This design comes from an exercise in tuning for small area, a short achievable clock period and few clock cycles per item on the open sky130 flow, not from production work. Function not checked in this run: the RTL went through the layout flow alone. Power is estimated from default activity; no workload was simulated.

===== flow/run.sh =====
#!/bin/bash
# Standard layout, repair of the worst paths aiming at a 3 ns period, plain buffers on the ports.
set -o pipefail
bash standard.sh SETUP_SLACK_MARGIN=6 TNS_END_PERCENT=5 "BUFFER_PORTS_ARGS=-buffer_cell sky130_fd_sc_hd__buf_2" finish > standard.log 2>&1

===== standard.sh =====
#!/bin/bash
# synth_recipe.tcl (not shown) runs the flow's synth.tcl, then flattens the netlist and writes it again
# the make line also repeats each setting of config.mk as NAME=value (left out here)
make -C /OpenROAD-flow-scripts/flow DESIGN_CONFIG=/design/flow/config.mk WORK_HOME=/design/flow/orfs CLKGATE_MAP_FILE= SYNTH_SCRIPT=/design/flow/synth_recipe.tcl "${@:-finish}"

===== config.mk =====
export PLATFORM = sky130hd
export DESIGN_NAME = add_up
export DESIGN_NICKNAME = add_up
export VERILOG_FILES = /design/flow/design.v
export SDC_FILE = /design/flow/constraint.sdc
export NUM_CORES = 8
export LEC_CHECK = 0
export ABC_CLOCK_PERIOD_IN_PS = 3500
export CAP_MARGIN = 50
export CORE_MARGIN = 2
export CORE_UTILIZATION = 40
export SETUP_SLACK_MARGIN = 5
export SLEW_MARGIN = 50

===== constraint.sdc =====
create_clock -name core_clock -period 9.0 [get_ports {clk}]
set_input_delay 1.8000 -clock core_clock [delete_from_list [all_inputs] [get_ports {clk}]]
set_output_delay 1.8000 -clock core_clock [all_outputs]
set_load 0.01 [all_outputs]

===== design.v =====
module tab0_0(input [3:0] a, output [13:0] c);
  localparam [15:0] Tc0 = 16'h0116;
  assign c[0] = Tc0[a];
  localparam [15:0] Tc1 = 16'h0116;
  assign c[1] = Tc1[a];
  localparam [15:0] Tc2 = 16'h6880;
  assign c[2] = Tc2[a];
  localparam [15:0] Tc3 = 16'h7ee8;
  assign c[3] = Tc3[a];
  localparam [15:0] Tc4 = 16'he996;
  assign c[4] = Tc4[a];
  localparam [15:0] Tc5 = 16'h7ee8;
  assign c[5] = Tc5[a];
  localparam [15:0] Tc6 = 16'he996;
  assign c[6] = Tc6[a];
  localparam [15:0] Tc7 = 16'h177e;
  assign c[7] = Tc7[a];
  localparam [15:0] Tc8 = 16'h9668;
  assign c[8] = Tc8[a];
  localparam [15:0] Tc9 = 16'h8116;
  assign c[9] = Tc9[a];
  localparam [15:0] Tc10 = 16'h1668;
  assign c[10] = Tc10[a];
  localparam [15:0] Tc11 = 16'he880;
  assign c[11] = Tc11[a];
  localparam [15:0] Tc12 = 16'h0000;
  assign c[12] = Tc12[a];
  localparam [15:0] Tc13 = 16'h0000;
  assign c[13] = Tc13[a];
endmodule
module tab0_1(input [3:0] a, output [13:0] c);
  localparam [15:0] Tc0 = 16'h381c;
  assign c[0] = Tc0[a];
  localparam [15:0] Tc1 = 16'h65ba;
  assign c[1] = Tc1[a];
  localparam [15:0] Tc2 = 16'h20ba;
  assign c[2] = Tc2[a];
  localparam [15:0] Tc3 = 16'h1c86;
  assign c[3] = Tc3[a];
  localparam [15:0] Tc4 = 16'h5924;
  assign c[4] = Tc4[a];
  localparam [15:0] Tc5 = 16'h5d04;
  assign c[5] = Tc5[a];
  localparam [15:0] Tc6 = 16'h08ae;
  assign c[6] = Tc6[a];
  localparam [15:0] Tc7 = 16'h6138;
  assign c[7] = Tc7[a];
  localparam [15:0] Tc8 = 16'h7130;
  assign c[8] = Tc8[a];
  localparam [15:0] Tc9 = 16'h4d0c;
  assign c[9] = Tc9[a];
  localparam [15:0] Tc10 = 16'h18a6;
  assign c[10] = Tc10[a];
  localparam [15:0] Tc11 = 16'h08ae;
  assign c[11] = Tc11[a];
  localparam [15:0] Tc12 = 16'h08ae;
  assign c[12] = Tc12[a];
  localparam [15:0] Tc13 = 16'h08ae;
  assign c[13] = Tc13[a];
endmodule
module tab0_2(input [3:0] a, output [13:0] c);
  localparam [15:0] Tc0 = 16'h6996;
  assign c[0] = Tc0[a];
  localparam [15:0] Tc1 = 16'h2902;
  assign c[1] = Tc1[a];
  localparam [15:0] Tc2 = 16'h4094;
  assign c[2] = Tc2[a];
  localparam [15:0] Tc3 = 16'h42d4;
  assign c[3] = Tc3[a];
  localparam [15:0] Tc4 = 16'h2942;
  assign c[4] = Tc4[a];
  localparam [15:0] Tc5 = 16'h4294;
  assign c[5] = Tc5[a];
  localparam [15:0] Tc6 = 16'h2942;
  assign c[6] = Tc6[a];
  localparam [15:0] Tc7 = 16'h2b02;
  assign c[7] = Tc7[a];
  localparam [15:0] Tc8 = 16'h4294;
  assign c[8] = Tc8[a];
  localparam [15:0] Tc9 = 16'h2942;
  assign c[9] = Tc9[a];
  localparam [15:0] Tc10 = 16'h4294;
  assign c[10] = Tc10[a];
  localparam [15:0] Tc11 = 16'h40d4;
  assign c[11] = Tc11[a];
  localparam [15:0] Tc12 = 16'h40d4;
  assign c[12] = Tc12[a];
  localparam [15:0] Tc13 = 16'h40d4;
  assign c[13] = Tc13[a];
endmodule
module tab0_3(input [3:0] a, output [13:0] c);
  localparam [15:0] Tc0 = 16'h45a2;
  assign c[0] = Tc0[a];
  localparam [15:0] Tc1 = 16'h793c;
  assign c[1] = Tc1[a];
  localparam [15:0] Tc2 = 16'h7130;
  assign c[2] = Tc2[a];
  localparam [15:0] Tc3 = 16'h249a;
  assign c[3] = Tc3[a];
  localparam [15:0] Tc4 = 16'h1c86;
  assign c[4] = Tc4[a];
  localparam [15:0] Tc5 = 16'h0c8e;
  assign c[5] = Tc5[a];
  localparam [15:0] Tc6 = 16'h30b2;
  assign c[6] = Tc6[a];
  localparam [15:0] Tc7 = 16'h5924;
  assign c[7] = Tc7[a];
  localparam [15:0] Tc8 = 16'h5d04;
  assign c[8] = Tc8[a];
  localparam [15:0] Tc9 = 16'h08ae;
  assign c[9] = Tc9[a];
  localparam [15:0] Tc10 = 16'h3492;
  assign c[10] = Tc10[a];
  localparam [15:0] Tc11 = 16'h30b2;
  assign c[11] = Tc11[a];
  localparam [15:0] Tc12 = 16'h30b2;
  assign c[12] = Tc12[a];
  localparam [15:0] Tc13 = 16'h30b2;
  assign c[13] = Tc13[a];
endmodule
module tab2_0(input [3:0] a, output [13:0] c);
  localparam [15:0] Tc0 = 16'h3432;
  assign c[0] = Tc0[a];
  localparam [15:0] Tc1 = 16'h3032;
  assign c[1] = Tc1[a];
  localparam [15:0] Tc2 = 16'h3fc2;
  assign c[2] = Tc2[a];
  localparam [15:0] Tc3 = 16'h5964;
  assign c[3] = Tc3[a];
  localparam [15:0] Tc4 = 16'h52b4;
  assign c[4] = Tc4[a];
  localparam [15:0] Tc5 = 16'h5f04;
  assign c[5] = Tc5[a];
  localparam [15:0] Tc6 = 16'hc992;
  assign c[6] = Tc6[a];
  localparam [15:0] Tc7 = 16'h0b42;
  assign c[7] = Tc7[a];
  localparam [15:0] Tc8 = 16'h5158;
  assign c[8] = Tc8[a];
  localparam [15:0] Tc9 = 16'h9d9c;
  assign c[9] = Tc9[a];
  localparam [15:0] Tc10 = 16'h1ee0;
  assign c[10] = Tc10[a];
  localparam [15:0] Tc11 = 16'he000;
  assign c[11] = Tc11[a];
  localparam [15:0] Tc12 = 16'h0000;
  assign c[12] = Tc12[a];
  localparam [15:0] Tc13 = 16'h0000;
  assign c[13] = Tc13[a];
endmodule
module tab2_1(input [3:0] a, output [13:0] c);
  localparam [15:0] Tc0 = 16'h0ff0;
  assign c[0] = Tc0[a];
  localparam [15:0] Tc1 = 16'h0f00;
  assign c[1] = Tc1[a];
  localparam [15:0] Tc2 = 16'h3ccc;
  assign c[2] = Tc2[a];
  localparam [15:0] Tc3 = 16'h9a5a;
  assign c[3] = Tc3[a];
  localparam [15:0] Tc4 = 16'h239c;
  assign c[4] = Tc4[a];
  localparam [15:0] Tc5 = 16'hcc10;
  assign c[5] = Tc5[a];
  localparam [15:0] Tc6 = 16'ha54a;
  assign c[6] = Tc6[a];
  localparam [15:0] Tc7 = 16'h500a;
  assign c[7] = Tc7[a];
  localparam [15:0] Tc8 = 16'h0ffa;
  assign c[8] = Tc8[a];
  localparam [15:0] Tc9 = 16'h5550;
  assign c[9] = Tc9[a];
  localparam [15:0] Tc10 = 16'hcc36;
  assign c[10] = Tc10[a];
  localparam [15:0] Tc11 = 16'hccfe;
  assign c[11] = Tc11[a];
  localparam [15:0] Tc12 = 16'hccfe;
  assign c[12] = Tc12[a];
  localparam [15:0] Tc13 = 16'hccfe;
  assign c[13] = Tc13[a];
endmodule
module tab2_2(input [3:0] a, output [13:0] c);
  localparam [15:0] Tc0 = 16'h6666;
  assign c[0] = Tc0[a];
  localparam [15:0] Tc1 = 16'heeee;
  assign c[1] = Tc1[a];
  localparam [15:0] Tc2 = 16'hb4b4;
  assign c[2] = Tc2[a];
  localparam [15:0] Tc3 = 16'h37c8;
  assign c[3] = Tc3[a];
  localparam [15:0] Tc4 = 16'h6d5a;
  assign c[4] = Tc4[a];
  localparam [15:0] Tc5 = 16'h85a0;
  assign c[5] = Tc5[a];
  localparam [15:0] Tc6 = 16'h9c66;
  assign c[6] = Tc6[a];
  localparam [15:0] Tc7 = 16'h2644;
  assign c[7] = Tc7[a];
  localparam [15:0] Tc8 = 16'h6222;
  assign c[8] = Tc8[a];
  localparam [15:0] Tc9 = 16'hdd22;
  assign c[9] = Tc9[a];
  localparam [15:0] Tc10 = 16'h5a78;
  assign c[10] = Tc10[a];
  localparam [15:0] Tc11 = 16'h5070;
  assign c[11] = Tc11[a];
  localparam [15:0] Tc12 = 16'h5070;
  assign c[12] = Tc12[a];
  localparam [15:0] Tc13 = 16'h5070;
  assign c[13] = Tc13[a];
endmodule
module tab2_3(input [3:0] a, output [13:0] c);
  localparam [15:0] Tc0 = 16'h33cc;
  assign c[0] = Tc0[a];
  localparam [15:0] Tc1 = 16'hffcc;
  assign c[1] = Tc1[a];
  localparam [15:0] Tc2 = 16'h99aa;
  assign c[2] = Tc2[a];
  localparam [15:0] Tc3 = 16'h1ef0;
  assign c[3] = Tc3[a];
  localparam [15:0] Tc4 = 16'h8666;
  assign c[4] = Tc4[a];
  localparam [15:0] Tc5 = 16'he888;
  assign c[5] = Tc5[a];
  localparam [15:0] Tc6 = 16'hc33c;
  assign c[6] = Tc6[a];
  localparam [15:0] Tc7 = 16'hf330;
  assign c[7] = Tc7[a];
  localparam [15:0] Tc8 = 16'hc0fc;
  assign c[8] = Tc8[a];
  localparam [15:0] Tc9 = 16'h300c;
  assign c[9] = Tc9[a];
  localparam [15:0] Tc10 = 16'h969a;
  assign c[10] = Tc10[a];
  localparam [15:0] Tc11 = 16'hb2ba;
  assign c[11] = Tc11[a];
  localparam [15:0] Tc12 = 16'hb2ba;
  assign c[12] = Tc12[a];
  localparam [15:0] Tc13 = 16'hb2ba;
  assign c[13] = Tc13[a];
endmodule
module tab1_0(input [7:0] a, output [13:0] h, output [13:0] l);
  localparam [15:0] Th0 = 16'h6996;
  assign h[0] = Th0[a[7:4]];
  localparam [15:0] Th1 = 16'h177e;
  assign h[1] = Th1[a[7:4]];
  localparam [15:0] Th2 = 16'hf00e;
  assign h[2] = Th2[a[7:4]];
  localparam [15:0] Th3 = 16'h9968;
  assign h[3] = Th3[a[7:4]];
  localparam [15:0] Th4 = 16'h4bda;
  assign h[4] = Th4[a[7:4]];
  localparam [15:0] Th5 = 16'ha1a0;
  assign h[5] = Th5[a[7:4]];
  localparam [15:0] Th6 = 16'hf1f0;
  assign h[6] = Th6[a[7:4]];
  localparam [15:0] Th7 = 16'h3d3c;
  assign h[7] = Th7[a[7:4]];
  localparam [15:0] Th8 = 16'h5756;
  assign h[8] = Th8[a[7:4]];
  localparam [15:0] Th9 = 16'hfffe;
  assign h[9] = Th9[a[7:4]];
  localparam [15:0] Th10 = 16'h9668;
  assign h[10] = Th10[a[7:4]];
  localparam [15:0] Th11 = 16'he880;
  assign h[11] = Th11[a[7:4]];
  localparam [15:0] Th12 = 16'h0000;
  assign h[12] = Th12[a[7:4]];
  localparam [15:0] Th13 = 16'h0000;
  assign h[13] = Th13[a[7:4]];
  localparam [15:0] Tl0 = 16'h33cc;
  assign l[0] = Tl0[a[3:0]];
  localparam [15:0] Tl1 = 16'h3cf0;
  assign l[1] = Tl1[a[3:0]];
  localparam [15:0] Tl2 = 16'h6aaa;
  assign l[2] = Tl2[a[3:0]];
  localparam [15:0] Tl3 = 16'hb3cc;
  assign l[3] = Tl3[a[3:0]];
  localparam [15:0] Tl4 = 16'hcc00;
  assign l[4] = Tl4[a[3:0]];
  localparam [15:0] Tl5 = 16'h9696;
  assign l[5] = Tl5[a[3:0]];
  localparam [15:0] Tl6 = 16'hb2b2;
  assign l[6] = Tl6[a[3:0]];
  localparam [15:0] Tl7 = 16'he718;
  assign l[7] = Tl7[a[3:0]];
  localparam [15:0] Tl8 = 16'hc4dc;
  assign l[8] = Tl8[a[3:0]];
  localparam [15:0] Tl9 = 16'h07e0;
  assign l[9] = Tl9[a[3:0]];
  localparam [15:0] Tl10 = 16'hf800;
  assign l[10] = Tl10[a[3:0]];
  localparam [15:0] Tl11 = 16'h0000;
  assign l[11] = Tl11[a[3:0]];
  localparam [15:0] Tl12 = 16'h0000;
  assign l[12] = Tl12[a[3:0]];
  localparam [15:0] Tl13 = 16'h0000;
  assign l[13] = Tl13[a[3:0]];
endmodule
module tab1_1(input [7:0] a, output [13:0] h, output [13:0] l);
  localparam [15:0] Th0 = 16'h9966;
  assign h[0] = Th0[a[7:4]];
  localparam [15:0] Th1 = 16'h1188;
  assign h[1] = Th1[a[7:4]];
  localparam [15:0] Th2 = 16'h4b5a;
  assign h[2] = Th2[a[7:4]];
  localparam [15:0] Th3 = 16'h38c6;
  assign h[3] = Th3[a[7:4]];
  localparam [15:0] Th4 = 16'h6ea8;
  assign h[4] = Th4[a[7:4]];
  localparam [15:0] Th5 = 16'h1696;
  assign h[5] = Th5[a[7:4]];
  localparam [15:0] Th6 = 16'h54d4;
  assign h[6] = Th6[a[7:4]];
  localparam [15:0] Th7 = 16'h5b24;
  assign h[7] = Th7[a[7:4]];
  localparam [15:0] Th8 = 16'h93c8;
  assign h[8] = Th8[a[7:4]];
  localparam [15:0] Th9 = 16'h1300;
  assign h[9] = Th9[a[7:4]];
  localparam [15:0] Th10 = 16'h8a66;
  assign h[10] = Th10[a[7:4]];
  localparam [15:0] Th11 = 16'h8aee;
  assign h[11] = Th11[a[7:4]];
  localparam [15:0] Th12 = 16'h8aee;
  assign h[12] = Th12[a[7:4]];
  localparam [15:0] Th13 = 16'h8aee;
  assign h[13] = Th13[a[7:4]];
  localparam [15:0] Tl0 = 16'hc33c;
  assign l[0] = Tl0[a[3:0]];
  localparam [15:0] Tl1 = 16'h65a6;
  assign l[1] = Tl1[a[3:0]];
  localparam [15:0] Tl2 = 16'h89c8;
  assign l[2] = Tl2[a[3:0]];
  localparam [15:0] Tl3 = 16'hc23c;
  assign l[3] = Tl3[a[3:0]];
  localparam [15:0] Tl4 = 16'hcf0c;
  assign l[4] = Tl4[a[3:0]];
  localparam [15:0] Tl5 = 16'h9aa6;
  assign l[5] = Tl5[a[3:0]];
  localparam [15:0] Tl6 = 16'h75ae;
  assign l[6] = Tl6[a[3:0]];
  localparam [15:0] Tl7 = 16'h0f5e;
  assign l[7] = Tl7[a[3:0]];
  localparam [15:0] Tl8 = 16'hf00e;
  assign l[8] = Tl8[a[3:0]];
  localparam [15:0] Tl9 = 16'ha554;
  assign l[9] = Tl9[a[3:0]];
  localparam [15:0] Tl10 = 16'hc968;
  assign l[10] = Tl10[a[3:0]];
  localparam [15:0] Tl11 = 16'h0180;
  assign l[11] = Tl11[a[3:0]];
  localparam [15:0] Tl12 = 16'h0100;
  assign l[12] = Tl12[a[3:0]];
  localparam [15:0] Tl13 = 16'h0100;
  assign l[13] = Tl13[a[3:0]];
endmodule
module tab1_2(input [7:0] a, output [13:0] h, output [13:0] l);
  localparam [15:0] Th0 = 16'h6996;
  assign h[0] = Th0[a[7:4]];
  localparam [15:0] Th1 = 16'h188e;
  assign h[1] = Th1[a[7:4]];
  localparam [15:0] Th2 = 16'ha224;
  assign h[2] = Th2[a[7:4]];
  localparam [15:0] Th3 = 16'h6992;
  assign h[3] = Th3[a[7:4]];
  localparam [15:0] Th4 = 16'he87e;
  assign h[4] = Th4[a[7:4]];
  localparam [15:0] Th5 = 16'h2432;
  assign h[5] = Th5[a[7:4]];
  localparam [15:0] Th6 = 16'hecfe;
  assign h[6] = Th6[a[7:4]];
  localparam [15:0] Th7 = 16'he30e;
  assign h[7] = Th7[a[7:4]];
  localparam [15:0] Th8 = 16'hdcc2;
  assign h[8] = Th8[a[7:4]];
  localparam [15:0] Th9 = 16'h33ce;
  assign h[9] = Th9[a[7:4]];
  localparam [15:0] Th10 = 16'h5a94;
  assign h[10] = Th10[a[7:4]];
  localparam [15:0] Th11 = 16'h50d4;
  assign h[11] = Th11[a[7:4]];
  localparam [15:0] Th12 = 16'h50d4;
  assign h[12] = Th12[a[7:4]];
  localparam [15:0] Th13 = 16'h50d4;
  assign h[13] = Th13[a[7:4]];
  localparam [15:0] Tl0 = 16'h5a5a;
  assign l[0] = Tl0[a[3:0]];
  localparam [15:0] Tl1 = 16'hc6c6;
  assign l[1] = Tl1[a[3:0]];
  localparam [15:0] Tl2 = 16'h0df2;
  assign l[2] = Tl2[a[3:0]];
  localparam [15:0] Tl3 = 16'h5558;
  assign l[3] = Tl3[a[3:0]];
  localparam [15:0] Tl4 = 16'h0f0a;
  assign l[4] = Tl4[a[3:0]];
  localparam [15:0] Tl5 = 16'h669c;
  assign l[5] = Tl5[a[3:0]];
  localparam [15:0] Tl6 = 16'hb42c;
  assign l[6] = Tl6[a[3:0]];
  localparam [15:0] Tl7 = 16'hfb0c;
  assign l[7] = Tl7[a[3:0]];
  localparam [15:0] Tl8 = 16'h55a6;
  assign l[8] = Tl8[a[3:0]];
  localparam [15:0] Tl9 = 16'h3362;
  assign l[9] = Tl9[a[3:0]];
  localparam [15:0] Tl10 = 16'h6978;
  assign l[10] = Tl10[a[3:0]];
  localparam [15:0] Tl11 = 16'h7170;
  assign l[11] = Tl11[a[3:0]];
  localparam [15:0] Tl12 = 16'h7170;
  assign l[12] = Tl12[a[3:0]];
  localparam [15:0] Tl13 = 16'h7170;
  assign l[13] = Tl13[a[3:0]];
endmodule
module tab1_3(input [7:0] a, output [13:0] h, output [13:0] l);
  localparam [15:0] Th0 = 16'h6996;
  assign h[0] = Th0[a[7:4]];
  localparam [15:0] Th1 = 16'hb224;
  assign h[1] = Th1[a[7:4]];
  localparam [15:0] Th2 = 16'hccc8;
  assign h[2] = Th2[a[7:4]];
  localparam [15:0] Th3 = 16'h6996;
  assign h[3] = Th3[a[7:4]];
  localparam [15:0] Th4 = 16'h188e;
  assign h[4] = Th4[a[7:4]];
  localparam [15:0] Th5 = 16'h077e;
  assign h[5] = Th5[a[7:4]];
  localparam [15:0] Th6 = 16'h00fe;
  assign h[6] = Th6[a[7:4]];
  localparam [15:0] Th7 = 16'haa54;
  assign h[7] = Th7[a[7:4]];
  localparam [15:0] Th8 = 16'h0fa4;
  assign h[8] = Th8[a[7:4]];
  localparam [15:0] Th9 = 16'hf004;
  assign h[9] = Th9[a[7:4]];
  localparam [15:0] Th10 = 16'h9692;
  assign h[10] = Th10[a[7:4]];
  localparam [15:0] Th11 = 16'hb2b2;
  assign h[11] = Th11[a[7:4]];
  localparam [15:0] Th12 = 16'hb2b2;
  assign h[12] = Th12[a[7:4]];
  localparam [15:0] Th13 = 16'hb2b2;
  assign h[13] = Th13[a[7:4]];
  localparam [15:0] Tl0 = 16'h6666;
  assign l[0] = Tl0[a[3:0]];
  localparam [15:0] Tl1 = 16'h11ee;
  assign l[1] = Tl1[a[3:0]];
  localparam [15:0] Tl2 = 16'h5ab4;
  assign l[2] = Tl2[a[3:0]];
  localparam [15:0] Tl3 = 16'h6cc8;
  assign l[3] = Tl3[a[3:0]];
  localparam [15:0] Tl4 = 16'he666;
  assign l[4] = Tl4[a[3:0]];
  localparam [15:0] Tl5 = 16'h4bb4;
  assign l[5] = Tl5[a[3:0]];
  localparam [15:0] Tl6 = 16'h155e;
  assign l[6] = Tl6[a[3:0]];
  localparam [15:0] Tl7 = 16'hc3c2;
  assign l[7] = Tl7[a[3:0]];
  localparam [15:0] Tl8 = 16'hcfce;
  assign l[8] = Tl8[a[3:0]];
  localparam [15:0] Tl9 = 16'hfc02;
  assign l[9] = Tl9[a[3:0]];
  localparam [15:0] Tl10 = 16'h6664;
  assign l[10] = Tl10[a[3:0]];
  localparam [15:0] Tl11 = 16'h4444;
  assign l[11] = Tl11[a[3:0]];
  localparam [15:0] Tl12 = 16'h4444;
  assign l[12] = Tl12[a[3:0]];
  localparam [15:0] Tl13 = 16'h4444;
  assign l[13] = Tl13[a[3:0]];
endmodule
module kfix1(input [3:0] sel, output [12:0] v);
  assign v = ({13{sel[0]}} & 13'd2971) | ({13{sel[1]}} & 13'd7105) | ({13{sel[2]}} & 13'd7529) | ({13{sel[3]}} & 13'd7657);
endmodule
module tab3_0(input [7:0] a, output [13:0] h, output [13:0] l);
  localparam [15:0] Th0 = 16'h0ff0;
  assign h[0] = Th0[a[7:4]];
  localparam [15:0] Th1 = 16'ha5aa;
  assign h[1] = Th1[a[7:4]];
  localparam [15:0] Th2 = 16'h9c66;
  assign h[2] = Th2[a[7:4]];
  localparam [15:0] Th3 = 16'hb0d2;
  assign h[3] = Th3[a[7:4]];
  localparam [15:0] Th4 = 16'hbf02;
  assign h[4] = Th4[a[7:4]];
  localparam [15:0] Th5 = 16'h2664;
  assign h[5] = Th5[a[7:4]];
  localparam [15:0] Th6 = 16'hfb44;
  assign h[6] = Th6[a[7:4]];
  localparam [15:0] Th7 = 16'hc378;
  assign h[7] = Th7[a[7:4]];
  localparam [15:0] Th8 = 16'h0380;
  assign h[8] = Th8[a[7:4]];
  localparam [15:0] Th9 = 16'h595a;
  assign h[9] = Th9[a[7:4]];
  localparam [15:0] Th10 = 16'hf40a;
  assign h[10] = Th10[a[7:4]];
  localparam [15:0] Th11 = 16'h000a;
  assign h[11] = Th11[a[7:4]];
  localparam [15:0] Th12 = 16'h000a;
  assign h[12] = Th12[a[7:4]];
  localparam [15:0] Th13 = 16'h000a;
  assign h[13] = Th13[a[7:4]];
  localparam [15:0] Tl0 = 16'h6996;
  assign l[0] = Tl0[a[3:0]];
  localparam [15:0] Tl1 = 16'hd442;
  assign l[1] = Tl1[a[3:0]];
  localparam [15:0] Tl2 = 16'hf0f2;
  assign l[2] = Tl2[a[3:0]];
  localparam [15:0] Tl3 = 16'h9964;
  assign l[3] = Tl3[a[3:0]];
  localparam [15:0] Tl4 = 16'hbb22;
  assign l[4] = Tl4[a[3:0]];
  localparam [15:0] Tl5 = 16'hdd44;
  assign l[5] = Tl5[a[3:0]];
  localparam [15:0] Tl6 = 16'h77ee;
  assign l[6] = Tl6[a[3:0]];
  localparam [15:0] Tl7 = 16'h00ee;
  assign l[7] = Tl7[a[3:0]];
  localparam [15:0] Tl8 = 16'h6688;
  assign l[8] = Tl8[a[3:0]];
  localparam [15:0] Tl9 = 16'h22aa;
  assign l[9] = Tl9[a[3:0]];
  localparam [15:0] Tl10 = 16'he196;
  assign l[10] = Tl10[a[3:0]];
  localparam [15:0] Tl11 = 16'h1f7e;
  assign l[11] = Tl11[a[3:0]];
  localparam [15:0] Tl12 = 16'hfffe;
  assign l[12] = Tl12[a[3:0]];
  localparam [15:0] Tl13 = 16'hfffe;
  assign l[13] = Tl13[a[3:0]];
endmodule
module tab3_1(input [7:0] a, output [13:0] h, output [13:0] l);
  localparam [15:0] Th0 = 16'h33cc;
  assign h[0] = Th0[a[7:4]];
  localparam [15:0] Th1 = 16'hc3f0;
  assign h[1] = Th1[a[7:4]];
  localparam [15:0] Th2 = 16'h9596;
  assign h[2] = Th2[a[7:4]];
  localparam [15:0] Th3 = 16'h2ad4;
  assign h[3] = Th3[a[7:4]];
  localparam [15:0] Th4 = 16'h3318;
  assign h[4] = Th4[a[7:4]];
  localparam [15:0] Th5 = 16'h5a86;
  assign h[5] = Th5[a[7:4]];
  localparam [15:0] Th6 = 16'hc642;
  assign h[6] = Th6[a[7:4]];
  localparam [15:0] Th7 = 16'ha8a8;
  assign h[7] = Th7[a[7:4]];
  localparam [15:0] Th8 = 16'hff00;
  assign h[8] = Th8[a[7:4]];
  localparam [15:0] Th9 = 16'h0ff0;
  assign h[9] = Th9[a[7:4]];
  localparam [15:0] Th10 = 16'hcc3c;
  assign h[10] = Th10[a[7:4]];
  localparam [15:0] Th11 = 16'hccfc;
  assign h[11] = Th11[a[7:4]];
  localparam [15:0] Th12 = 16'hccfc;
  assign h[12] = Th12[a[7:4]];
  localparam [15:0] Th13 = 16'hccfc;
  assign h[13] = Th13[a[7:4]];
  localparam [15:0] Tl0 = 16'h6996;
  assign l[0] = Tl0[a[3:0]];
  localparam [15:0] Tl1 = 16'h2b42;
  assign l[1] = Tl1[a[3:0]];
  localparam [15:0] Tl2 = 16'hd402;
  assign l[2] = Tl2[a[3:0]];
  localparam [15:0] Tl3 = 16'h6994;
  assign l[3] = Tl3[a[3:0]];
  localparam [15:0] Tl4 = 16'he78e;
  assign l[4] = Tl4[a[3:0]];
  localparam [15:0] Tl5 = 16'h1f7e;
  assign l[5] = Tl5[a[3:0]];
  localparam [15:0] Tl6 = 16'h0f0e;
  assign l[6] = Tl6[a[3:0]];
  localparam [15:0] Tl7 = 16'h6968;
  assign l[7] = Tl7[a[3:0]];
  localparam [15:0] Tl8 = 16'hdbda;
  assign l[8] = Tl8[a[3:0]];
  localparam [15:0] Tl9 = 16'ha1a0;
  assign l[9] = Tl9[a[3:0]];
  localparam [15:0] Tl10 = 16'h9866;
  assign l[10] = Tl10[a[3:0]];
  localparam [15:0] Tl11 = 16'h88ee;
  assign l[11] = Tl11[a[3:0]];
  localparam [15:0] Tl12 = 16'h88ee;
  assign l[12] = Tl12[a[3:0]];
  localparam [15:0] Tl13 = 16'h88ee;
  assign l[13] = Tl13[a[3:0]];
endmodule
module tab3_2(input [7:0] a, output [13:0] h, output [13:0] l);
  localparam [15:0] Th0 = 16'h9696;
  assign h[0] = Th0[a[7:4]];
  localparam [15:0] Th1 = 16'h17e8;
  assign h[1] = Th1[a[7:4]];
  localparam [15:0] Th2 = 16'h18f0;
  assign h[2] = Th2[a[7:4]];
  localparam [15:0] Th3 = 16'h8666;
  assign h[3] = Th3[a[7:4]];
  localparam [15:0] Th4 = 16'he888;
  assign h[4] = Th4[a[7:4]];
  localparam [15:0] Th5 = 16'h55aa;
  assign h[5] = Th5[a[7:4]];
  localparam [15:0] Th6 = 16'h5500;
  assign h[6] = Th6[a[7:4]];
  localparam [15:0] Th7 = 16'h99cc;
  assign h[7] = Th7[a[7:4]];
  localparam [15:0] Th8 = 16'hbbaa;
  assign h[8] = Th8[a[7:4]];
  localparam [15:0] Th9 = 16'h22cc;
  assign h[9] = Th9[a[7:4]];
  localparam [15:0] Th10 = 16'h3cf0;
  assign h[10] = Th10[a[7:4]];
  localparam [15:0] Th11 = 16'h30f0;
  assign h[11] = Th11[a[7:4]];
  localparam [15:0] Th12 = 16'h30f0;
  assign h[12] = Th12[a[7:4]];
  localparam [15:0] Th13 = 16'h30f0;
  assign h[13] = Th13[a[7:4]];
  localparam [15:0] Tl0 = 16'ha55a;
  assign l[0] = Tl0[a[3:0]];
  localparam [15:0] Tl1 = 16'h0a50;
  assign l[1] = Tl1[a[3:0]];
  localparam [15:0] Tl2 = 16'h339c;
  assign l[2] = Tl2[a[3:0]];
  localparam [15:0] Tl3 = 16'h694a;
  assign l[3] = Tl3[a[3:0]];
  localparam [15:0] Tl4 = 16'h24fa;
  assign l[4] = Tl4[a[3:0]];
  localparam [15:0] Tl5 = 16'he3c6;
  assign l[5] = Tl5[a[3:0]];
  localparam [15:0] Tl6 = 16'h10ce;
  assign l[6] = Tl6[a[3:0]];
  localparam [15:0] Tl7 = 16'h66a8;
  assign l[7] = Tl7[a[3:0]];
  localparam [15:0] Tl8 = 16'h78f0;
  assign l[8] = Tl8[a[3:0]];
  localparam [15:0] Tl9 = 16'h70f0;
  assign l[9] = Tl9[a[3:0]];
  localparam [15:0] Tl10 = 16'hd5aa;
  assign l[10] = Tl10[a[3:0]];
  localparam [15:0] Tl11 = 16'hffaa;
  assign l[11] = Tl11[a[3:0]];
  localparam [15:0] Tl12 = 16'hffaa;
  assign l[12] = Tl12[a[3:0]];
  localparam [15:0] Tl13 = 16'hffaa;
  assign l[13] = Tl13[a[3:0]];
endmodule
module tab3_3(input [7:0] a, output [13:0] h, output [13:0] l);
  localparam [15:0] Th0 = 16'h5a5a;
  assign h[0] = Th0[a[7:4]];
  localparam [15:0] Th1 = 16'h3636;
  assign h[1] = Th1[a[7:4]];
  localparam [15:0] Th2 = 16'hcd32;
  assign h[2] = Th2[a[7:4]];
  localparam [15:0] Th3 = 16'h5a68;
  assign h[3] = Th3[a[7:4]];
  localparam [15:0] Th4 = 16'hfada;
  assign h[4] = Th4[a[7:4]];
  localparam [15:0] Th5 = 16'h39c6;
  assign h[5] = Th5[a[7:4]];
  localparam [15:0] Th6 = 16'h073e;
  assign h[6] = Th6[a[7:4]];
  localparam [15:0] Th7 = 16'haa54;
  assign h[7] = Th7[a[7:4]];
  localparam [15:0] Th8 = 16'h5a0e;
  assign h[8] = Th8[a[7:4]];
  localparam [15:0] Th9 = 16'h9c98;
  assign h[9] = Th9[a[7:4]];
  localparam [15:0] Th10 = 16'hbaba;
  assign h[10] = Th10[a[7:4]];
  localparam [15:0] Th11 = 16'hbaba;
  assign h[11] = Th11[a[7:4]];
  localparam [15:0] Th12 = 16'hbaba;
  assign h[12] = Th12[a[7:4]];
  localparam [15:0] Th13 = 16'hbaba;
  assign h[13] = Th13[a[7:4]];
  localparam [15:0] Tl0 = 16'h6996;
  assign l[0] = Tl0[a[3:0]];
  localparam [15:0] Tl1 = 16'h4d24;
  assign l[1] = Tl1[a[3:0]];
  localparam [15:0] Tl2 = 16'h2b62;
  assign l[2] = Tl2[a[3:0]];
  localparam [15:0] Tl3 = 16'h8e78;
  assign l[3] = Tl3[a[3:0]];
  localparam [15:0] Tl4 = 16'h33bc;
  assign l[4] = Tl4[a[3:0]];
  localparam [15:0] Tl5 = 16'hcc30;
  assign l[5] = Tl5[a[3:0]];
  localparam [15:0] Tl6 = 16'hccfc;
  assign l[6] = Tl6[a[3:0]];
  localparam [15:0] Tl7 = 16'h3c0c;
  assign l[7] = Tl7[a[3:0]];
  localparam [15:0] Tl8 = 16'hf30c;
  assign l[8] = Tl8[a[3:0]];
  localparam [15:0] Tl9 = 16'hff0c;
  assign l[9] = Tl9[a[3:0]];
  localparam [15:0] Tl10 = 16'h969a;
  assign l[10] = Tl10[a[3:0]];
  localparam [15:0] Tl11 = 16'hb2ba;
  assign l[11] = Tl11[a[3:0]];
  localparam [15:0] Tl12 = 16'hb2ba;
  assign l[12] = Tl12[a[3:0]];
  localparam [15:0] Tl13 = 16'hb2ba;
  assign l[13] = Tl13[a[3:0]];
endmodule
module kfix3(input [3:0] sel, output [12:0] v);
  assign v = ({13{sel[0]}} & 13'd1763) | ({13{sel[1]}} & 13'd805) | ({13{sel[2]}} & 13'd581) | ({13{sel[3]}} & 13'd515);
endmodule
`timescale 1ns / 1ps
module add_up(
    input [14:0] in,
    output [17:0] out1,output [17:0] out2,
    output [17:0] out4,output [17:0] out3,
    input clk,
    input rst,
    input in_valid,
    output in_ready,
    output out_valid
    );
assign in_ready = 1'b1;
reg  [3:0]  cnt;         
reg         dir;         
reg         pact;        
reg  [3:0]  pj;          
wire        take  = in_valid & ~rst;
wire        shift = take | (pact & (cnt == 4'd0));    
wire        pv    = shift & pact;                     
always @(posedge clk) begin
    if (rst) begin
        cnt <= 4'd0; pj <= 4'd0; dir <= 1'b0; pact <= 1'b0;
    end else begin
        if (pv) begin
            pj <= pj + 4'd1;
            if (pj == 4'd15) pact <= 1'b0;
        end
        if (take) begin
            cnt <= cnt + 4'd1;
            if (cnt == 4'd15) begin
                dir <= ~dir; pact <= 1'b1; pj <= 4'd0;
            end
        end
    end
end
wire [15:0] p;           
dct_array ua(.clk(clk), .shift(shift), .dir(dir), .smp(in), .p(p));
wire [3:0] x0b, x2b;     
wire [7:0] db;           
dct_serial us(.clk(clk), .pv(pv), .first(pj == 4'd0), .p(p), .x0b(x0b), .x2b(x2b), .db(db));
wire [3:0] a0 = {x0b[0], x0b[1], x0b[2], x0b[3]};      
wire [3:0] a2 = {x2b[0], x2b[1], x2b[2], x2b[3]};
wire [7:0] a1 = {db[0], db[1], db[2], db[3], db[4], db[5], db[6], db[7]};
reg  [7:0] XO;           
reg  [7:0] XE;           
reg  [1:0] V;            
reg  [3:0] J [0:1];      
reg        first, ns, last, stale;
always @(posedge clk) begin
    XO <= (pj == 4'd15) ? ~a1 : a1; XE <= {a0, a2}; J[0] <= pj; J[1] <= J[0];
    if (rst) V <= 2'd0;
    else     V <= {V[0], pv};
    first <= (J[0] == 4'd0);
    ns    <= (J[0] == 4'd1) | (J[0] == 4'd2);
    stale <= (J[0] == 4'd1) | (J[0] == 4'd2) | (J[0] == 4'd3);
    last  <= (J[0] == 4'd15);
end
wire [14:0] mask;
genvar b;
generate
    for (b = 0; b < 13; b = b + 1) begin : mk
        assign mask[b] = (J[1] >= 15 - b);
    end
endgenerate
assign mask[13] = 1'b1;
assign mask[14] = (J[1] != 4'd0);
wire vl = V[1] & (J[1] > 4'd2);      
wire [12:0] res [0:15];  
reg  [3:0]  fin;         
always @(posedge clk)
    if (rst) fin <= 4'd0;
    else     fin <= {fin[2:0], V[1] & last};
genvar k;
generate
    for (k = 0; k < 4; k = k + 1) begin : grp
        wire [13:0] c0w, c2w, h1, l1, h3, l3;
        reg  [13:0] c0, c1, c2, c3;
        if (k == 0) begin : t0
            tab0_0 u0(XE[7:4], c0w); tab1_0 u1(XO, h1, l1);
            tab2_0 u2(XE[3:0], c2w); tab3_0 u3(XO, h3, l3);
        end else if (k == 1) begin : t1
            tab0_1 u0(XE[7:4], c0w); tab1_1 u1(XO, h1, l1);
            tab2_1 u2(XE[3:0], c2w); tab3_1 u3(XO, h3, l3);
        end else if (k == 2) begin : t2
            tab0_2 u0(XE[7:4], c0w); tab1_2 u1(XO, h1, l1);
            tab2_2 u2(XE[3:0], c2w); tab3_2 u3(XO, h3, l3);
        end else begin : t3
            tab0_3 u0(XE[7:4], c0w); tab1_3 u1(XO, h1, l1);
            tab2_3 u2(XE[3:0], c2w); tab3_3 u3(XO, h3, l3);
        end
        always @(posedge clk) begin
            c0 <= c0w;
            c1 <= h1 + l1;
            c2 <= c2w;
            c3 <= h3 + l3;
        end
        dct_acc r0(.clk(clk), .v(V[1]), .vl(vl), .first(first), .ns(ns), .stale(stale), .neg(last), .mask(mask), .c(c0), .res(res[4 * k + 0]));
        dct_acc r1(.clk(clk), .v(V[1]), .vl(vl), .first(first), .ns(ns), .stale(stale), .neg(1'b0), .mask(mask), .c(c1), .res(res[4 * k + 1]));
        dct_acc r2(.clk(clk), .v(V[1]), .vl(vl), .first(first), .ns(ns), .stale(stale), .neg(last), .mask(mask), .c(c2), .res(res[4 * k + 2]));
        dct_acc r3(.clk(clk), .v(V[1]), .vl(vl), .first(first), .ns(ns), .stale(stale), .neg(1'b0), .mask(mask), .c(c3), .res(res[4 * k + 3]));
    end
endgenerate
wire [12:0] kf1, kf3;
kfix1 uk1(fin, kf1);
kfix3 uk3(fin, kf3);
wire [12:0] r0 = ({13{fin[0]}} & res[0])  | ({13{fin[1]}} & res[4])  | ({13{fin[2]}} & res[8])  | ({13{fin[3]}} & res[12]);
wire [12:0] r1 = ({13{fin[0]}} & res[1])  | ({13{fin[1]}} & res[5])  | ({13{fin[2]}} & res[9])  | ({13{fin[3]}} & res[13]);
wire [12:0] r2 = ({13{fin[0]}} & res[2])  | ({13{fin[1]}} & res[6])  | ({13{fin[2]}} & res[10]) | ({13{fin[3]}} & res[14]);
wire [12:0] r3 = ({13{fin[0]}} & res[3])  | ({13{fin[1]}} & res[7])  | ({13{fin[2]}} & res[11]) | ({13{fin[3]}} & res[15]);
reg [12:0] o1, o2, o3, o4;
reg        ov;
always @(posedge clk) begin
    if (rst) ov <= 1'b0;
    else     ov <= |fin;
    o1 <= r0;
    o2 <= r1 + kf1;
    o3 <= r2;
    o4 <= r3 + kf3;
end
assign out_valid = ov;
assign out1 = {o1, 5'd0};
assign out2 = {o2, 5'd0};
assign out3 = {o3, 5'd0};
assign out4 = {o4, 5'd0};
endmodule
module dct_array(
    input clk, input shift, input dir, input [14:0] smp,
    output [15:0] p
    );
reg  [15:0] M [0:15];
wire [15:0] inb;
genvar r, c;
generate
    for (c = 0; c < 16; c = c + 1) begin : ib
        if (c == 0) begin : z
            assign inb[c] = 1'b0;
        end else begin : b
            assign inb[c] = smp[15 - c];
        end
    end
    for (r = 0; r < 16; r = r + 1) begin : row
        for (c = 0; c < 16; c = c + 1) begin : col
            localparam P = (r + c) % 2;
            wire dn = (r == 0) ? inb[c] ^ P : ~M[(r == 0) ? 0 : r - 1][c];
            wire rt = (c == 0) ? inb[r] ^ P : ~M[r][(c == 0) ? 0 : c - 1];
            always @(posedge clk)
                if (shift) M[r][c] <= dir ? rt : dn;
        end
    end
    for (c = 0; c < 16; c = c + 1) begin : pl
        localparam P = c % 2;            
        assign p[c] = (dir ? M[15 - c][15] : M[15][15 - c]) ^ P;
    end
endgenerate
endmodule
module dct_serial(
    input clk, input pv, input first, input [15:0] p,
    output [3:0] x0b, output [3:0] x2b, output [7:0] db
    );
reg  [7:0] cs, cd;
reg  [3:0] c0, c2;
wire [7:0] sb;
wire [7:0] cs_in = first ? 8'h00 : cs;
wire [7:0] cd_in = first ? 8'hff : cd;
wire [3:0] c0_in = first ? 4'h0 : c0;
wire [3:0] c2_in = first ? 4'hf : c2;
wire [7:0] ncs, ncd;
wire [3:0] nc0, nc2;
genvar m;
generate
    for (m = 0; m < 8; m = m + 1) begin : sa
        wire a = p[m], b = p[15 - m];
        assign sb[m]  = a ^ b ^ cs_in[m];
        assign ncs[m] = (a & b) | (a & cs_in[m]) | (b & cs_in[m]);
        assign db[m]  = a ^ ~b ^ cd_in[m];
        assign ncd[m] = (a & ~b) | (a & cd_in[m]) | (~b & cd_in[m]);
    end
    for (m = 0; m < 4; m = m + 1) begin : sb2
        wire a = sb[m], b = sb[7 - m];
        assign x0b[m] = a ^ b ^ c0_in[m];
        assign nc0[m] = (a & b) | (a & c0_in[m]) | (b & c0_in[m]);
        assign x2b[m] = a ^ ~b ^ c2_in[m];
        assign nc2[m] = (a & ~b) | (a & c2_in[m]) | (~b & c2_in[m]);
    end
endgenerate
always @(posedge clk)
    if (pv) begin
        cs <= ncs; cd <= ncd; c0 <= nc0; c2 <= nc2;
    end
endmodule
module dct_base(input [14:0] R, input ns, input stale, output [14:0] base);
assign base = {ns & R[14], ns ? R[13] : R[14], ~ns & R[13], R[12:1] & {12{~stale}}};
endmodule
module dct_acc(
    input clk, input v, input vl, input first, input ns, input stale, input neg, input [14:0] mask,
    input [13:0] c, output [12:0] res
    );
reg  [14:0] R;
wire [14:0] base, sum;
dct_base bs(R, ns, stale, base);
wire [14:0] op = {1'b0, ~c[13], c[12:0] ^ {13{neg}}};
dct_add15 ad(.a(base), .b(op), .s(sum));
always @(posedge clk) begin
    if (v)  R[14:13] <= {sum[14] & mask[14], first ? ~c[13] : sum[13]};
    if (vl) R[12:0]  <= sum[12:0] & mask[12:0];
end
assign res = R[12:0];
endmodule
module dct_add15(input [14:0] a, input [14:0] b, output [14:0] s);
assign s = a + b;
endmodule

==> run notes <==
worst reg2reg max path: cells and delay by family (launching register included):
| family | cells | cell delay [ns] |
|---|---|---|
| AO/OA/AOI/OAI | 6 | 1.15 |
| adder cells (fa/ha/maj) | 3 | 0.93 |
| XOR/XNOR | 2 | 0.45 |
| flip-flops | 1 | 0.38 |
| buffers and inverters | 2 | 0.21 |
| AND/OR/NAND/NOR | 1 | 0.13 |
state kept, by name, summed over array words and instances, names as in the netlist, 34 cells and up:
signal	cells
grp.c0	34
grp.c1	53
grp.c2	48
grp.c3	53
grp.r0.R	60
grp.r1.R	60
grp.r2.R	60
grp.r3.R	60
ua.M	255
placed cells by master, fill, tap and decap left out, drive strengths merged, types with 50 or more instances in the layout:
cell type | netlist | routed
o21a | 134 | 134
fa | 50 | 50
a211oi | 58 | 58
a22oi | 99 | 99
mux2i | 283 | 283
or3 | 69 | 69
xnor2 | 143 | 143
xor2 | 182 | 182
nand2 | 299 | 299
nor2b | 247 | 247
nand2b | 80 | 80
a21o | 70 | 70
o21ai | 261 | 261
nor3 | 72 | 72
inv | 209 | 209
nor2 | 346 | 346
edfxtp | 519 | 519
dfxtp | 285 | 285
clkbuf | 140 | 124
ha | 403 | 403
nand3 | 56 | 56
buf | 69 | 251
a21oi | 276 | 276
cell usage after synthesis, types with 54 or more instances:
library cell | n | area [um2]
o21a_1 | 134 | 1006
nor3_1 | 72 | 360.4
a211oi_1 | 58 | 435.4
o21ai_1 | 54 | 270.3
inv_1 | 209 | 784.5
a21o_1 | 70 | 525.5
edfxtp_1 | 519 | 15580
mux2i_1 | 283 | 2833
nor2b_1 | 245 | 1533
nor2_1 | 346 | 1299
a21oi_1 | 276 | 1381
or3_1 | 67 | 419.2
nand2_1 | 299 | 1122
nand2b_1 | 80 | 500.5
nand3_1 | 56 | 280.3
o21ai_0 | 207 | 1036
ha_1 | 403 | 5042
xor2_1 | 182 | 1594
xnor2_1 | 143 | 1252
a22oi_1 | 99 | 743.2
dfxtp_1 | 285 | 5705
clkbuf_1 | 140 | 525.5
cell families after synthesis:
logic type,count (synthesis),synth area share (%)
other,2,0.01528
buffers and inverters,422,3.386
adders and majority gates,453,12.30
AOI/OAI and AO/OA,1161,15.57
DFF,804,43.32
xor gates and xnor gates,325,5.792
muxes,316,6.566
and+or+nand+nor,1299,13.06
routing by layer:
layer | vias to the layer above | global-route usage (%)
li1 | 17680 | -
met3 | 264 | 2.617
met4 | 2 | 7.373
met2 | 1056 | 34.85
met1 | 17860 | 29.46
met5 | - | 0
power by group:
| part | switching (W) | internal (W) | total, W |
|---|---|---|---|
| combinational | 0.00166 | 0.00128 | 0.00293 |
| sequential | 0.000236 | 0.00430 | 0.00454 |
| clock | 0.00161 | 0.00206 | 0.00366 |
what timing repair did:
action	4_1_cts	5_1_grt
hold buffers	0	0
endpoints found under the setup margin	282	340
pin swaps	46	53
buffers inserted	79	43
resized for setup	178	114
gates cloned	9	8
stage by stage:
stage | setup WS, ns | hold WS (ns) | total power (W) | instances
2_1_floorplan | 1.397 | 0.3677 | 0.006512 | 4801
3_3_place_gp | 4.272 | 0.3903 | 0.007205 | 6330
3_5_place_dp | 4.192 | 0.3888 | 0.007218 | 6344
4_1_cts | 5.591 | 0.3907 | 0.01110 | 6601
5_1_grt | 5.479 | 0.4088 | 0.01168 | 6654
6_report | 5.619 | 0.4023 | 0.01113 | 6655
how the worst max path moves through the flow:
stage / slack, ns / cells after the start / endpoint / startpoint
after global placement: 4.27 / 14 / grp[2].c1[12] / XO[4]
after floorplan: 1.40 / 9 / pj[3] / cnt[1]
after CTS: 5.59 / 13 / o4[12] / fin[1]
final: 5.62 / 14 / grp[2].c1[12] / XO[4]
after global routing: 5.48 / 14 / grp[2].c1[12] / XO[4]
after detailed placement: 4.19 / 14 / grp[2].c1[12] / XO[4]
final cells by class:
type                            count  area [um2]  share of cell area [%]
Antenna cell                        1       2.502                0.004374
Clock buffer                      116        2454                   4.288
Clock inverter                     53       452.9                  0.7917
Inverter                          213       835.8                   1.461
Multi-Input combinational cell   3575       27420                   47.93
Sequential cell                   804       21340                   37.31
Tap cell                         1625        2033                   3.554
Timing Repair Buffer              267        2665                   4.658
Timing Repair inverter              1       5.005                0.008748
==> results.sh <==
export IMPL_rr_startpoint="XO[4]"
export IMPL_worst_path_most_repeated_cell="o21ai_2"
export IMPL_maxCapViolCount=0
export IMPL_worstMarginPinSlew_ns=0.7147
export IMPL_fp_dieW_um=354.5
export IMPL_met1_length_um=63530
export IMPL_port_buffers=70
export IMPL_top_layer="met5"
export IMPL_synth_flop_cell="edfxtp_1"
export IMPL_synthArstFlopShare_pct=0
export IMPL_r2r_end="grp[2].c1[12]"
export IMPL_syn2layout_area_growth_pct=16.42
export IMPL_globalplace_congestion=0.9473
export IMPL_io_pins=92
export IMPL_insertion_delay_ns=0.68
export IMPL_fin_util_pct=46.94
export IMPL_ys_ff_latch=804
export IMPL_n_fill_cell=11260
export IMPL_postPlaceCellArea_um2=51490
export IMPL_htreeDepth=3
export IMPL_critical_path_endpoint_type="flop"
export IMPL_ys_types=87
export IMPL_vias_per_cell=5.539
export IMPL_holdPathStages=0
export IMPL_final_cell_area_um2=57210
export IMPL_critPathTopFamily="compound AO/OA/AOI/OAI gates"
export IMPL_cts_root_buf="clkbuf_16"
export IMPL_grt_pass1_vias=35310
export IMPL_holdPathEnd="J[1][3]"
export IMPL_drt_iter0_markers=3195
export IMPL_met2WireLength_um=64460
export IMPL_slowest_stage="dfxtp_4"
export IMPL_die_h_um=354.5
export IMPL_synth_edf_count=519
export IMPL_fin_setup_tns_ns=0
export IMPL_skew_ns=0.03834
export IMPL_crit_buf_inv=2
export IMPL_grt_antenna_before_repair=2
export IMPL_slew_violations=0
export IMPL_die_area_um2=125700
export IMPL_r2r_slack_ns=5.62
export IMPL_cts_tree="built"
export IMPL_met3RoutedLength_um=7363
export IMPL_netlist_instances=4782
export IMPL_dr_pass1_iters=6
export IMPL_crit_path_start_kind="flop"
export IMPL_cts_buffer_depth=3
export IMPL_critPathKind="flop to flop"
export IMPL_worstPathCellList="clkinvlp_4 > ha_4 > xor2_4 > xnor2_2 > ha_2 > inv_1 > fa_2 > nor2b_2 > o21ai_2 > a21boi_2 > o221ai_4 > a2111oi_4 > o21ai_2 > a31o_1"
export IMPL_min_period_over_period_pct=37.57
export IMPL_cts_made_buffers=90
export IMPL_required_ns=9.56
export IMPL_hpwl_um=97840
export IMPL_grt_ovfl_total=0
export IMPL_vias=36860
export IMPL_drive_above_1_share_pct=14.24
export IMPL_min_delay_start="J[0][3]"
export IMPL_cts_clk_slew_worst_paths_ns=0.06
export IMPL_fmax_mhz=295.7
export IMPL_core_um2=121900
export IMPL_rows=128
export IMPL_grt_max_degree=87
export IMPL_wl_per_cell_um=21.16
export IMPL_timing_final_hold_violations=0
export IMPL_cp_max_fo=5
export IMPL_grt_pass1_wl_um=210500
export IMPL_cts_sinks=804
export IMPL_max_slew_margin_rel_pct=51.85
export IMPL_synth_area_um2=49150
export IMPL_avgSynthCellArea_um2=10.28
export IMPL_rsz0062_at_grt="true"
export IMPL_power_leakage_nw=23.58
export IMPL_p_per_area_nw_per_um2=194.6
export IMPL_drc=0
export IMPL_antenna_left=0
export IMPL_start_util_pct=40.32
export IMPL_wl_um=140800
export IMPL_reg2reg_depth=14
export IMPL_setup_viol=0
export IMPL_ys_seq_area_share_pct=43.32
export IMPL_gr_usage_all_layers_pct=21.43
export IMPL_outcome="no timing/DRC/antenna violations"
export IMPL_ys_warnings_count=7
export IMPL_worstPathArrival_ns=3.94
export IMPL_hp_class="flop to flop"
export IMPL_cp_slowest_stage_delay_ns=0.38
export IMPL_nets=5423
export IMPL_peakVddDrop_uv=167.4
export IMPL_fin_crit_ns=3.381

## afterwards: timing with drivers on the ports
The results above use ideal ports. As a check the final layout listed here was re-extracted and re-timed, cells and wires unchanged.
Step 1: set_driving_cell puts a clkbuf_16 on clk and a buf_2 on each other input, an assumption about the parent block.
Step 2 moves the port delays by t, midway between the first and last clock arrival at a register: inputs arrive t later, outputs are due t later. That takes back most of the time a late clock gives input paths.
a / b / c = ideal / step 1 / step 2; a / b = the first two.
shift t [ns]: 0.740
setup WS [ns]: 5.619 / 5.619 / 5.281
worst setup path after step 2: input to register
slew at the worst register clock pin (ns): 0.07 / 0.07
After both steps this run still meets setup and hold. For this run, drivers alone change the setup slack by 0.000 ns; drivers and shift together by -0.338 ns.
